This design comes from an exercise in tuning for small area and a short achievable clock period on the open sky130 flow, not from production work. The RTL of this run was laid out without a check of its function. Power and IR drop assume default switching activity.

## flow/config.mk

```make
export PLATFORM = sky130hd
export DESIGN_NAME = cpu_system
export DESIGN_NICKNAME = cpu_system
export VERILOG_FILES = /design/flow/design.v
export SDC_FILE = /design/flow/constraint.sdc
export NUM_CORES = 4
export LEC_CHECK = 0
export CAP_MARGIN = 20
export CORE_MARGIN = 2
export CORE_UTILIZATION = 40
export SLEW_MARGIN = 20
```

## flow/constraint.sdc

```tcl
create_clock -name core_clock -period 6.5 [get_ports {clk}]
set_input_delay 1.3000 -clock core_clock [delete_from_list [all_inputs] [get_ports {clk}]]
set_output_delay 1.3000 -clock core_clock [all_outputs]
set_load 0.01 [all_outputs]
```

## flow/design.v

```verilog
`timescale 1ns / 1ps
module alu(input logic [1:0] aluOP, input logic [7:0] data1, data2, output logic [7:0] sum, output logic equals);      
    always_comb
        case ( aluOP)
            2'b10:  
                begin 
                    equals = ( data1 == data2); 
                    sum = 8'b0; 
                end 
            2'b11:  
                begin 
                    equals = 0; 
                    sum = data1 + data2; 
                end 
            default: begin equals = 0;  sum = 8'b0; end
        endcase
endmodule
`timescale 1ns / 1ps
module register_file(input logic clk, reset, writeEnable,
input logic [3:0] readAddress1, readAddress2, writeAddress, input logic [7:0] writeData, output logic [7:0] readData1, readData2);
    logic [7:0] register [15:0];  
    always_ff @( posedge clk, posedge reset)
        if ( reset) begin
            for ( int i = 0; i < 16; i++) begin
                register[i] <= 8'b0;
            end
        end
        else if ( writeEnable)
            register[writeAddress] <= writeData;
    assign readData1 = register[readAddress1];
    assign readData2 = register[readAddress2];
endmodule
`timescale 1ns / 1ps
module dataMemory(input logic clk, reset, writeEnable, input logic [3:0] readAddress1, readAddress2, 
input logic [7:0] writeData,output logic [7:0] readData1, readData2);
    logic [7:0] memory [15:0];  
    always_ff @( posedge clk, posedge reset)
        if ( reset) begin
            for ( int i = 0; i < 16; i++) begin
                memory[i] <= 8'b0;
            end
        end
        else if ( writeEnable)
            memory[readAddress1] <= writeData;
    assign readData1 = memory[readAddress1];
    assign readData2 = memory[readAddress2];
endmodule
`timescale 1ns / 1ps
module instruction_memory(input logic [4:0] address, output logic [15:0] instruction);
    always_comb
            case ( address)
                5'b00000: instruction = 16'b001_0_0000_0000_0000;
                5'b00001: instruction = 16'b001_0_0000_0001_0001;
                5'b00010: instruction = 16'b001_1_0010_00000000;
                5'b00011: instruction = 16'b001_1_1111_00000000;
                5'b00100: instruction = 16'b001_1_0100_00000001;
                5'b00101: instruction = 16'b101_01001_0010_0001;
                5'b00110: instruction = 16'b010_0_1111_1111_0000;
                5'b00111: instruction = 16'b010_0_0010_0010_0100;
                5'b01000: instruction = 16'b101_00101_0000_0000;
                5'b01001: instruction = 16'b000_0_0000_1111_1111;
            default: instruction = 16'b111_0000000000000;
            endcase
endmodule
`timescale 1ns / 1ps
module controller_module(input logic clk, reset, insMem, inputInstr,
input logic [2:0] opcode,input logic immediateBit, equals,output logic outcnt, 
addr, data, regWriteEnable, memWriteEnable, memToReg, jumpEnable, stopEnable,output logic [1:0] aluOp);
    logic [8:0] controlOutputs; 
    assign {addr, data, regWriteEnable, memWriteEnable, memToReg, stopEnable, aluOp} = controlOutputs;
    always_comb
        case ( opcode)
            4'b010: controlOutputs = 9'b10100011;  
            4'b101: controlOutputs = 9'b00000010;  
            4'b111: controlOutputs = 9'b00000100;  
            default: case ( {opcode, immediateBit})
                4'b000_0: controlOutputs = 9'b00010000;  
                4'b000_1: controlOutputs = 9'b11010000;  
                4'b001_0: controlOutputs = 9'b00101000;  
                4'b001_1: controlOutputs = 9'b11100000;  
                default: controlOutputs = 9'b00000000;  
            endcase
        endcase
    assign outcnt = insMem;
    assign jumpEnable = equals;
endmodule
`timescale 1ns / 1ps
module datapath_module(input logic clk, reset, loadProgramCount,
output logic [4:0] outputCount,input logic [15:0] instruction,input logic address, data, regWriteEnable, 
memWriteEnable, memToReg, jumpEnable, stopEnable,input logic [1:0] aluOp,output logic equals,
output logic [3:0] addressMem,output logic [7:0] writeMemData,input logic [7:0] readMemData);
    logic [4:0] countTmp;
    logic [7:0] regData, readReg1, readReg2;
    logic [7:0] sum;
    logic [3:0] regAddr;
    logic [31:0] rom;
    always_ff @( posedge clk, posedge reset)
        if (reset) outputCount <= 5'b0000;
        else if ( (loadProgramCount && ~stopEnable) || jumpEnable) outputCount <= countTmp;
    assign countTmp = jumpEnable ? instruction[12:8] : (outputCount + 1);
    register_file registerfile( clk, reset, regWriteEnable, instruction[7:4], instruction[3:0], regAddr, regData,
                     readReg1, readReg2);
    assign regAddr = address ? instruction[11:8] : instruction[7:4];
    assign regData = data ? instruction[7:0] : ( memToReg ? readMemData : sum);
    alu ArithmeticLogicUnit( aluOp, readReg1, readReg2, sum, equals);
    assign addressMem = memWriteEnable ? (address ? instruction[11:8] : instruction[7:4]) : instruction[3:0];
    assign writeMemData = data ? instruction[7:0] : readReg2;
endmodule
`timescale 1ns / 1ps
module singleCycleProcessor(input logic clk, reset, nextInstruction, inputInstr,
output logic [4:0] outcnt,input logic [15:0] instrInMem, inputInstruction,
output logic memWriteEnable,output logic [3:0] addressMem,
output logic [7:0] writeMemData,input logic [7:0] readMemData);
    logic [15:0] instruction;         
    logic equals, stopEnable,  data, regWriteEnable,addr, memToReg, jumpEnable, loadcnt;
    logic [1:0] aluOp;
    always_ff @( posedge clk, posedge reset) begin
        if ( reset)
            instruction <= 16'b011_0000000000000;
        else if ( ~stopEnable) begin
            if ( nextInstruction)
                instruction <= instrInMem;
            else if ( inputInstr)
                instruction <= inputInstruction;
            else
                instruction <= 16'b011_0000000000000;
        end
    end
    controller_module controller( clk, reset, nextInstruction, inputInstr, instruction[15:13], instruction[12], equals, loadcnt,
                           addr, data, regWriteEnable, memWriteEnable, memToReg, jumpEnable, stopEnable, aluOp);
    datapath_module datapath( clk, reset, loadcnt, outcnt, instruction,
                       addr, data, regWriteEnable, memWriteEnable, memToReg, jumpEnable, stopEnable, aluOp,
                       equals, addressMem, writeMemData, readMemData);
endmodule
`timescale 1ns / 1ps
module cpu_system(input logic clk, reset,
input logic nextInstr, inputInstr, prevData, nextData,
input logic [15:0] inputInstruction,
output logic [15:0] nextInstruction,
output logic [4:0] pc,
output logic [3:0] dispAddr,
output logic [7:0] dispData);
    logic [4:0] count;
    logic memWrite;
    logic [3:0] addressMem;
    logic [3:0] addressSevSeg;
    logic [7:0] writeMemData, readMemData, readSevSegData;
    always_ff @( posedge clk, posedge reset)
    begin
        if ( reset)
            addressSevSeg <= 4'b0;
        else if ( prevData)
            addressSevSeg <= addressSevSeg - 1;
        else if ( nextData)
            addressSevSeg <= addressSevSeg + 1;
    end
    singleCycleProcessor processor( clk, reset, nextInstr, inputInstr, count, nextInstruction, inputInstruction, memWrite, addressMem, writeMemData, readMemData);
    instruction_memory instMem( count, nextInstruction);
    dataMemory dataMem( clk, reset, memWrite, addressMem, addressSevSeg, writeMemData, readMemData, readSevSegData);
    assign pc = count;
    assign dispAddr = addressSevSeg;
    assign dispData = readSevSegData;
endmodule
```

## flow/run.sh

```bash
#!/bin/bash
# synth_recipe.tcl (not shown) runs the flow's synth.tcl, then flattens the netlist and writes it again
# the make line also repeats each setting of config.mk as NAME=value (left out here)
make -C /OpenROAD-flow-scripts/flow DESIGN_CONFIG=/design/flow/config.mk WORK_HOME=/design/flow/orfs CLKGATE_MAP_FILE= SYNTH_SCRIPT=/design/flow/synth_recipe.tcl finish
```

==> impl_metrics.json <==
{
  "wirelength_um": 66200,
  "syn_inst": 1952,
  "grt_pass1_wl_um": 99700,
  "core.rowCount": 75,
  "r2r_start": "processor.instruction[3]",
  "most-common-layout-cells": "dfrtp_1, nor2_1, nand2_1",
  "clkLatencyLatePin_ns": 0.60,
  "antenna_left": 0,
  "cts_resized": 0,
  "ys.flop_type": "dfrtp_1",
  "total_power_w": 0.00444,
  "power.leakage_nw": 7.80,
  "clock_path_buffers": 3,
  "critPathRequiredTime_ns": 5.20,
  "die_w_um": 211,
  "synth.yosys.seq_area_share_pct": 41.2,
  "fin_nets": 1974,
  "fin_skew_ns": 0.0134,
  "whs_path_depth": 2,
  "dpl.hpwl_um": 46100,
  "ys_seq_elements": 281,
  "ys_warn_count": 10,
  "drive_gt1_share_pct": 10.5,
  "clock.fmax_mhz": 193,
  "cp-startpoint": "addressSevSeg[1]",
  "hold_viol_final": 0,
  "yosysTopAreaCell": "dfrtp_1",
  "drv_cap": 0,
  "worst_slew_pin_slew_ns": 1.09,
  "syn_area_per_cell_um2": 8.74,
  "period_needed_ns": 5.17,
  "seq_area_mm2": 0.00704,
  "slew_headroom_pct": 27.0,
  "status": "timing/DRC/antenna clean",
  "crit_path_end_kind": "output port",
  "grt_usage_pct": 29.7,
  "maxSlewViolCount": 0,
  "first_pass_iters": 9,
  "setup_viol": 0,
  "p_per_area_mw_per_mm2": 233,
  "synth_edf_count": 0,
  "cp-start-kind": "register",
  "io_buffers": 54,
  "place_area_mm2": 0.0180,
  "yosysUniqueCellTypes": 90,
  "dieArea_mm2": 0.0443,
  "final_common_cell": "dfrtp_1",
  "rsz0062_at_grt": "no",
  "crit_fanout": 23,
  "setup.worst_path.end": "dispData[0]",
  "peakVddDrop_mv": 0.295,
  "numCtsBuffers": 31,
  "min_period_over_period_pct": 79.5,
  "netlist_area_mm2": 0.0171,
  "antenna_found_initial": 0,
  "clkTransAtPathRegs_ns": 0.06,
  "ff2ff_setup_slack_ns": 1.56,
  "fp.dieH_um": 211,
  "num_vias": 16292,
  "arrival_ns": 3.87,
  "grt_pass1_vias": 15249,
  "synth_area_leaders": "dfrtp_1, o21ai_0, nor2_1",
  "area_growth_pct": 11.9,
  "cts_root_buf": "clkbuf_16",
  "diodes": 0,
  "r2r_end": "processor.datapath.registerfile.register[0][4]",
  "routed_via_density": 6.53,
  "syn_nets": 1993,
  "grt.overflow.total": 0,
  "initial_core_util_pct": 40.6,
  "hold_buffers": 0,
  "fillerInstances": 4097,
  "io_pins": 55,
  "cts_tree": "built",
  "final_area_mm2": 0.0191,
  "htree_levels": 1,
  "post_cts_buffers": 0,
  "critPathKind": "register to output port",
  "final.setup.tns_ns": 0,
  "clock-sinks": 281,
  "reg2regPathDepth": 14,
  "coreArea_mm2": 0.0420,
  "yosysTopAreaCellShare_pct": 40.9,
  "synth_async_sr_flop_share_pct": 100,
  "fin_util_pct": 45.4,
  "avgRoutedWirePerCell_um": 26.5,
  "gp_congestion": 1.02,
  "hold_class": "register to register",
  "multi_input_area_mm2": 0.00915,
  "route.detailed.drc": 0,
  "drt_iter0_markers": 2066,
  "grt_max_degree": 141
}
==> where the power goes <==
part           internal, W  switching [W]  total [W]
combinational     0.000274       0.000522   0.000796
sequential         0.00176      0.0000389    0.00180
clock              0.00109       0.000754    0.00185
total              0.00313        0.00131    0.00444
==> worst min-delay path by stage <==
stage | startpoint | to | slack, ns
6_report | dataMem.memory[2][0] | dataMem.memory[2][0] | 0.51
5_1_grt | dataMem.memory[10][2] | dataMem.memory[10][2] | 0.53
4_1_cts | dataMem.memory[13][0] | dataMem.memory[13][0] | 0.51
3_5_place_dp | dataMem.memory[9][6] | dataMem.memory[9][6] | 0.50
3_3_place_gp | dataMem.memory[3][4] | dataMem.memory[3][4] | 0.49
2_1_floorplan | dataMem.memory[14][5] | dataMem.memory[14][5] | 0.46
==> state kept, by name (all words and copies together), names as in the netlist <==
register	flops
processor.instruction	16
addressSevSeg	4
processor.datapath.registerfile.register	128
dataMem.memory	128
processor.datapath.outputCount	5
==> layout make-up <==
type	instances	area share (%)
Multi-Input combinational cell	1460	48.0
Clock inverter	10	0.747
Tap cell	539	3.53
Timing Repair Buffer	109	5.08
Clock buffer	45	4.81
Inverter	50	1.00
Sequential cell	281	36.9
==> cells by family (layout without fill, tap and decap cells) <==
family,Yosys count,in the layout,share of synthesized area (%)
AOI/OAI and AO/OA,702,702,27.3
xor gates and xnor gates,7,7,0.359
adders and majority gates,19,19,1.44
buffers and inverters,211,214,5.18
DFF,281,281,41.2
muxes,118,118,7.79
and+or+nand+nor,614,614,16.7
==> metal layers <==
layer,vias up,track usage [%],wire (µm)
li1,7190,-,-
met1,7842,41.1,27200
met2,1029,44.9,28900
met3,231,5.21,6330
met4,0,14.6,3700
met5,-,0,0
==> Yosys cell counts (7+ instances only) <==
cell / number
dfrtp_1: 279
nor2_1: 214
nand2_1: 202
o21ai_0: 170
a21oi_1: 146
clkbuf_1: 108
a31oi_1: 61
a22oi_1: 59
mux2_2: 58
mux2i_1: 53
nand3_1: 49
inv_1: 47
o22ai_1: 38
o31ai_1: 37
a221oi_1: 32
buf_2: 28
nor2b_1: 24
nand2b_1: 19
nor3_1: 19
ha_1: 18
and2_1: 17
and3_1: 16
a222oi_1: 15
a32oi_1: 14
buf_1: 14
a211oi_1: 12
a22o_1: 11
o2111ai_1: 11
o21ai_1: 8
nand3b_1: 7
nand4_1: 7
xnor2_1: 7
==> critical path, stage by stage, from the launching register on <==
cell and delay (ns):
dfrtp_1 0.43, inv_1 0.17, ha_1 0.91, buf_4 0.30, a222oi_1 0.10, and3_1 0.24
a31oi_1 0.14, a21oi_1 0.09, a21oi_1 0.29, clkdlybuf4s50_1 0.60
==> metrics by stage <==
stage | cells | hold slack, ns | setup WS, ns
after floorplan | 1952 | 0.458 | 1.48
after global placement | 2438 | 0.488 | 1.81
after detailed placement | 2439 | 0.495 | 1.70
after CTS | 2494 | 0.507 | 1.37
after global routing | 2494 | 0.534 | 1.06
final | 2494 | 0.512 | 1.33

-- re-timing with driven ports --
No port has a modelled driver above. Below, the same layout with a new extraction and two added sets of constraints. Step 1, drivers: a clkbuf_16 drives clk and a buf_2 each remaining input, both assumed. Step 2 also shifts input and output timing later by t, the mid clock arrival at the registers, as if the neighbouring blocks saw the same clock. Three values: no drivers, after step 1, after step 2; two values: the first two.
t, ns: 0.657
setup slack, ns: 1.330 / 1.271 / 1.564
worst setup path after step 2: register to register
latest minus earliest clock arrival (ns): 0.015 / 0.015
After both steps setup and hold are still met in this run. The setup slack of this run moves by -0.059 ns with the drivers and by +0.234 ns with both steps.
